From an optimization exercise on the open Yosys and OpenROAD flow, aimed at small area, a short achievable clock period and few clock cycles per item; shortcuts taken in it are not production practice.
At most, simulation tests tie the RTL to the original design; equivalence was not proved.
No activity file was given, so power comes from the tool's default toggle rates.

// div
module div(
    input                               clk,
    input                               resetn,
    input                               signed_div_i,
    input   [31:0]                   operand1_i,
    input   [31:0]                   operand2_i,
    input                               start_i,
    input                               annul_i,
    output  reg[63:0]          result_o,
    output  reg                         ready_o
);
Settings: LEC_CHECK=0, CAP_MARGIN=20, CORE_MARGIN=2, CORE_UTILIZATION=55, SETUP_SLACK_MARGIN=1.5, SLEW_MARGIN=20; clock period 5.0 ns.
standard.sh (not shown) runs the stock make flow with config.mk's settings and CLKGATE_MAP_FILE= SYNTH_SCRIPT=/design/flow/synth_recipe.tcl, a recipe that flattens the netlist after the stock synthesis.
==> flow/flow/run.sh <==
#!/bin/bash
# The standard layout, with the ports buffered by buf_2 cells and a clock tree
# without dummy loads.
set -euo pipefail
bash standard.sh "BUFFER_PORTS_ARGS=-buffer_cell sky130_fd_sc_hd__buf_2" \
  "CTS_ARGS=-sink_clustering_enable -repair_clock_nets -dont_use_dummy_load -buf_list sky130_fd_sc_hd__clkbuf_8" \
  finish > standard_flow.log 2>&1
The starting point completed without violations.
Testbench counts at the start, summed over its fixed seeds: cycles 71,183, divisions 8,000.
Change:
- SETUP_SLACK_MARGIN: 1.5 -> 1.9
Result:
- The changed run completed without violations
- critical path depth grows by 4
- via count grows by 5.5%
- synthesized area stays the same
Change:
- SETUP_SLACK_MARGIN: 1.9 -> 1.8
- clock-buffer cell count does not change
- final area falls by a few percent
- global-route usage falls by 0.64 points
- wire length falls slightly
- power falls by a few percent
- hold slack got worse by 0.014 ns
- utilization falls by 1.4 points
- clock skew rises by 0.0090 ns
- first-iteration DRC count rises by a few percent
Change:
- SETUP_SLACK_MARGIN: 1.8 -> 1.7
After rerunning: Final area falls by 6.2%. Worst setup slack degrades by 0.023 ns. Sequential share of layout area rises by 1.5 points. Final cell count falls by 2.1%.


div, a different RTL version from the one above (not shown whole).
Size in the first run: ~120 flip-flops, about 130 I/O pins, about 0.010 sq mm of cells after synthesis.
==> flow/config.mk <==
export PLATFORM = sky130hd
export DESIGN_NAME = div
export DESIGN_NICKNAME = div
export VERILOG_FILES = /design/flow/design.v
export SDC_FILE = /design/flow/constraint.sdc
export NUM_CORES = 8
export LEC_CHECK = 0
export CAP_MARGIN = 20
export CORE_MARGIN = 2
export CORE_UTILIZATION = 40
export SETUP_SLACK_MARGIN = 2.0
export SLEW_MARGIN = 20
==> flow/constraint.sdc <==
create_clock -name core_clock -period 5.0 [get_ports {clk}]
set_input_delay 1.0000 -clock core_clock [delete_from_list [all_inputs] [get_ports {clk}]]
set_output_delay 1.0000 -clock core_clock [all_outputs]
set_load 0.01 [all_outputs]
run.sh (not shown) runs the stock make flow with config.mk's settings and CLKGATE_MAP_FILE= SYNTH_SCRIPT=/design/flow/synth_recipe.tcl, a recipe that flattens the netlist after the stock synthesis.
Stock flow here: none of the scripts above is used.
The starting point passed the timing, DRC and antenna checks.
Edit:
SETUP_SLACK_MARGIN = 1.2   (was 2.0)
Result:
- The new run ran to the end with no violations
- synthesized cell count stays the same
- combinational power is lower by 20%
- total power is lower by 13%
- maximum frequency is lower by 6.1%
- area after synthesis is unchanged
- die area stays the same
- critical path depth is lower by 14
Edit:
SETUP_SLACK_MARGIN = default   (was 1.2)
What happened:
- clock-buffer cell count rises by 2
- area after synthesis does not change
- via count goes down by 1.4%
- cell area went down by 1.2%
- sequential share of layout area rose by 0.27 points
- combinational power fell by about 4%
- register-to-register slack degrades by 0.36 ns
- cell count falls by 0.35%
- routed wire length shrinks by 2.4%
- setup slack gets worse by 0.32 ns
- worst hold slack degrades by 0.0036 ns
Edit:
SETUP_SLACK_MARGIN = 0.6   (was default)
Result: The new run produced a clean layout. Clock-buffer cell count does not change. Area after synthesis is unchanged. Die area stays the same.
Function was not checked in any run of this note: the RTL went through the layout flow alone.


The RTL this note starts from:
==> flow/design.v <==
module div(
    input                               clk,
    input                               resetn,
    input                               signed_div_i,
    input   [31:0]                   operand1_i,
    input   [31:0]                   operand2_i,
    input                               start_i,
    input                               annul_i,
    output  reg[63:0]          result_o,
    output  reg                         ready_o
);
localparam S_IDLE = 3'd0;
localparam S_NEG  = 3'd1;
localparam S_NORM = 3'd2;
localparam S_ITER = 3'd3;
localparam S_DONE = 3'd4;
reg [2:0]  state;
reg [31:0] rem;       
reg [32:0] dsr;       
reg [31:0] quo;
reg [4:0]  cnt;
reg [4:0]  lz_a;      
reg [4:0]  lz_b;      
reg        sa;        
reg        sb;        
wire sa_in = signed_div_i & operand1_i[31];
wire sb_in = signed_div_i & operand2_i[31];
wire b_zero = ~|operand2_i;
wire [32:0] b_ext = {sb_in, operand2_i};
wire neg_in = sa_in ^ sb_in;          
genvar k, i;
function [4:0] lzc32;
    input [31:0] v;
    input        s;
    reg [7:0] nz;
    reg [7:0] oh;
    reg [3:0] nb;
    reg [2:0] hi;
    integer n;
    begin
        for (n = 0; n < 8; n = n + 1)
            nz[n] = s ? ~&v[4*n +: 4] : |v[4*n +: 4];
        for (n = 0; n < 8; n = n + 1)
            oh[n] = nz[n] & ~|(nz >> (n + 1));
        nb = 4'd0;
        hi = 3'd0;
        for (n = 0; n < 8; n = n + 1) begin
            nb = nb | ({4{oh[n]}} & v[4*n +: 4]);
            hi = hi | ({3{oh[n]}} & (3'd7 - n[2:0]));
        end
        nb = nb ^ {4{s}};
        lzc32 = {hi, ~nb[3] & ~nb[2], ~nb[3] & (nb[2] | ~nb[1])};
    end
endfunction
wire [31:0] wa = sa_in ? {~operand1_i[30:0], 1'b1} : operand1_i;
wire [31:0] wb = {operand2_i[31:1], ~sb_in};
wire [7:0] nz_a, nz_b, nz_b_above;
generate
    for (k = 0; k < 8; k = k + 1) begin : nib
        assign nz_a[k] = |wa[4*k+3:4*k];
        assign nz_b[k] = sb_in ? ~&wb[4*k+3:4*k] : |wb[4*k+3:4*k];
        if (k == 7) begin : top
            assign nz_b_above[k] = 1'b0;
        end else begin : below
            assign nz_b_above[k] = |nz_b[7:k+1];
        end
    end
endgenerate
wire small_in = ~|(nz_a & ~nz_b_above);
wire [4:0] sg = lz_b & ~lz_a;
wire [4:0] sp = lz_b | ~lz_a;
wire [4:0] sc;      
assign sc[0] = 1'b1;
assign sc[1] = sg[0] | sp[0];
assign sc[2] = sg[1] | sp[1] & (sg[0] | sp[0]);
assign sc[3] = sg[2] | sp[2] & sg[1] | sp[2] & sp[1] & (sg[0] | sp[0]);
assign sc[4] = sg[3] | sp[3] & sg[2] | sp[3] & sp[2] & sg[1]
             | sp[3] & sp[2] & sp[1] & (sg[0] | sp[0]);
wire [4:0] first = (lz_b ^ sc) ^ ~lz_a;
wire        neg_q = sa ^ sb;     
wire        rem_s = sa & rem[31];
wire [33:0] x = {rem_s, rem_s, rem};
wire [33:0] y = ~{dsr[32], dsr};
wire [33:0] g0 = x & y;
wire [33:0] p0 = x | y;
wire [33:0] gg [0:6];
wire [33:0] pp [0:6];
assign gg[0] = g0;
assign pp[0] = p0;
generate
    for (k = 0; k < 6; k = k + 1) begin : ks
        for (i = 0; i < 34; i = i + 1) begin : kb
            if (i >= (1 << k)) begin : comb
                assign gg[k+1][i] = gg[k][i] | (pp[k][i] & gg[k][i - (1 << k)]);
                assign pp[k+1][i] = pp[k][i] & pp[k][i - (1 << k)];
            end else begin : pass
                assign gg[k+1][i] = gg[k][i];
                assign pp[k+1][i] = pp[k][i];
            end
        end
    end
endgenerate
wire [33:0] gt = gg[6];
wire [33:0] pt = pp[6];
wire [33:0] carry = {gt[32:0] | pt[32:0], 1'b1};
wire [33:0] sum = (x ^ carry) ^ y;
wire neg_le = (x[33] ^ gt[32]) ^ y[33];
wire take = sa ? neg_le : ~sum[33];
wire [32:0] sh [0:5];
assign sh[0] = dsr;
generate
    for (k = 0; k < 5; k = k + 1) begin : shs
        assign sh[k+1] = first[k] ? {sh[k][32 - (1 << k):0], {(1 << k){1'b0}}} : sh[k];
    end
endgenerate
always @(*) begin
    result_o = {rem[31:0], quo};
    ready_o  = (state == S_DONE);
end
always @(posedge clk) begin
    lz_a  <= lzc32(wa, 1'b0);
    lz_b  <= lzc32(wb, sb_in);
    sa    <= sa_in;
    sb    <= sb_in;
    case (state)
        S_IDLE:  dsr <= b_ext;
        S_NEG:   dsr <= sum[32:0];      
        S_NORM:  dsr <= sh[5];
        default: dsr <= {dsr[32], dsr[32:1]};
    endcase
    if (state == S_NORM) cnt <= first;
    else                 cnt <= cnt - 5'd1;
    case (state)
        S_IDLE:  quo <= 32'd0;
        S_NEG:   quo <= 32'd0;
        S_NORM:  quo <= {32{neg_q & take}};
        default: quo <= {quo[30:0], take ^ neg_q};
    endcase
    case (state)
        S_IDLE:  rem <= (b_zero | neg_in & ~small_in) ? 32'd0 : operand1_i;
        S_NEG:   rem <= operand1_i;
        S_NORM:  if (take & neg_q) rem <= sum[31:0];
        S_ITER:  if (take) rem <= sum[31:0];
        default: ;
    endcase
    if (resetn == 1'b0) begin
        state <= S_IDLE;
    end else begin
        case (state)
            S_IDLE: begin
                if (start_i && !annul_i) begin
                    if (b_zero | small_in) state <= S_DONE;
                    else if (neg_in)       state <= S_NEG;
                    else                   state <= S_NORM;
                end
            end
            S_NEG:  state <= annul_i ? S_IDLE : S_NORM;
            S_NORM: begin
                if (annul_i)    state <= S_IDLE;
                else if (!take) state <= S_DONE;     
                else            state <= S_ITER;
            end
            S_ITER: begin
                if (annul_i)           state <= S_IDLE;
                else if (cnt == 5'd0)  state <= S_DONE;
            end
            default: state <= S_IDLE;
        endcase
    end
end
endmodule
export LEC_CHECK = 0
export CAP_MARGIN = 20
export CORE_MARGIN = 2
export CORE_UTILIZATION = 54
export CTS_BUF_LIST = sky130_fd_sc_hd__clkbuf_8
export SETUP_SLACK_MARGIN = 1.5
export SLEW_MARGIN = 20
create_clock -name core_clock -period 5.0 [get_ports {clk}]
standard.sh (not shown) runs the stock make flow with config.mk's settings and CLKGATE_MAP_FILE= SYNTH_SCRIPT=/design/flow/synth_recipe.tcl, a recipe that flattens the netlist after the stock synthesis.
==> flow/flow/run.sh <==
#!/bin/bash
# The standard layout, with the ports buffered by buf_2 cells.
set -euo pipefail
bash standard.sh "BUFFER_PORTS_ARGS=-buffer_cell sky130_fd_sc_hd__buf_2" finish > standard_flow.log 2>&1
Testbench counts at the start, summed over its fixed seeds: cycles 71,722, divisions 8,000.
Then changed:
- CORE_UTILIZATION: 54 -> 40
- SETUP_SLACK_MARGIN: 1.5 -> 1.8
After rerunning:
- The changed run completed without violations
- sequential power barely changes
- clock-buffer cell count stays the same
- critical path depth stays the same
- via count is higher by 3.3%
Then changed:
==> flow/flow/run.sh (replaced) <==
#!/bin/bash
# The standard layout, with the ports buffered by buf_2 cells and a clock tree
# without dummy loads.
set -euo pipefail
bash standard.sh "BUFFER_PORTS_ARGS=-buffer_cell sky130_fd_sc_hd__buf_2" \
  "CTS_ARGS=-sink_clustering_enable -repair_clock_nets -dont_use_dummy_load -buf_list sky130_fd_sc_hd__clkbuf_8" \
  finish > standard_flow.log 2>&1
- CORE_UTILIZATION: 40 -> 55
- SETUP_SLACK_MARGIN: 1.8 -> 1.5
Outcome: Setup slack degrades by 0.020 ns. Routed wire length drops by 7.7%. Synthesized area is unchanged. Sequential share of layout area climbs by 3.1 points. Die area drops by 27%. Via count drops by about 5%. Non-clock buffer count drops by 65. Utilization climbs by 11 points. Global-route usage climbs by 8.4 points. Sequential power hardly moves. Clock-buffer cell count stays the same.
Then changed:
==> flow/flow/run.sh (replaced) <==
#!/bin/bash
# The standard layout, with the ports buffered by buf_2 cells.
set -euo pipefail
bash standard.sh "BUFFER_PORTS_ARGS=-buffer_cell sky130_fd_sc_hd__buf_2" finish > standard_flow.log 2>&1
- ABC_AREA: default -> 1
Result: Sequential cell count does not change; combinational power drops by roughly a tenth; total power shrinks by a few percent; synthesized area came out higher by a few percent; maximum frequency goes up by a few percent; routed wire length increases by roughly a tenth; die area went up by a few percent; worst setup slack gains 0.17 ns; clock skew came out lower by 0.020 ns; count of clock-buffer cells in the layout stays the same; non-clock buffer count shrinks by 24.

## afterwards: timing with drivers on the ports
In the flow no input, the clock included, has a driving cell. The finished layouts below were timed again as built, in two steps.
Step 1 assumes that a clkbuf_16 drives the clock port and a buf_2 every other input.
Step 2 also shifts input and output timing later by t, the mid clock arrival at the registers, as if the neighbouring blocks saw the same clock.
Three values: ideal, step 1, step 2; two values: the first two.
run | shift t [ns] | setup slack, ns | worst setup path after step 2 | worst data-port slew with drivers (ns)
the first run of note 1 | 0.496 | 1.595 / 1.595 / 1.147 | input to register | 0.04
the second run of note 1 | 0.472 | 1.786 / 1.786 / 1.340 | input to register | 0.06
the third run of note 1 | 0.488 | 1.751 / 1.751 / 1.316 | input to register | 0.04
the fourth run of note 1 | 0.498 | 1.728 / 1.728 / 1.294 | input to register | 0.04
the first run of note 2 | 0.475 | 1.536 / 1.536 / 1.536 | register to register | 0.04
the second run of note 2 | 0.484 | 1.312 / 1.260 / 1.073 | input to register | 0.05
the third run of note 2 | 0.469 | 0.989 / 0.989 / 0.666 | input to register | 0.04
the fourth run of note 2 | 0.469 | 0.989 / 0.989 / 0.666 | input to register | 0.04
the first run of note 3 | 0.497 | 1.484 / 1.484 / 1.255 | input to register | 0.06
the second run of note 3 | 0.496 | 1.514 / 1.514 / 1.454 | input to register | 0.07
the third run of note 3 | 0.471 | 1.494 / 1.495 / 1.282 | input to register | 0.05
the fourth run of note 3 | 0.502 | 1.667 / 1.667 / 1.343 | input to register | 0.04
After both steps every run listed still meets setup and hold. The setup slack of the first run of note 1, which loses most, moves by 0.000 ns with the drivers and by -0.448 ns with both steps.
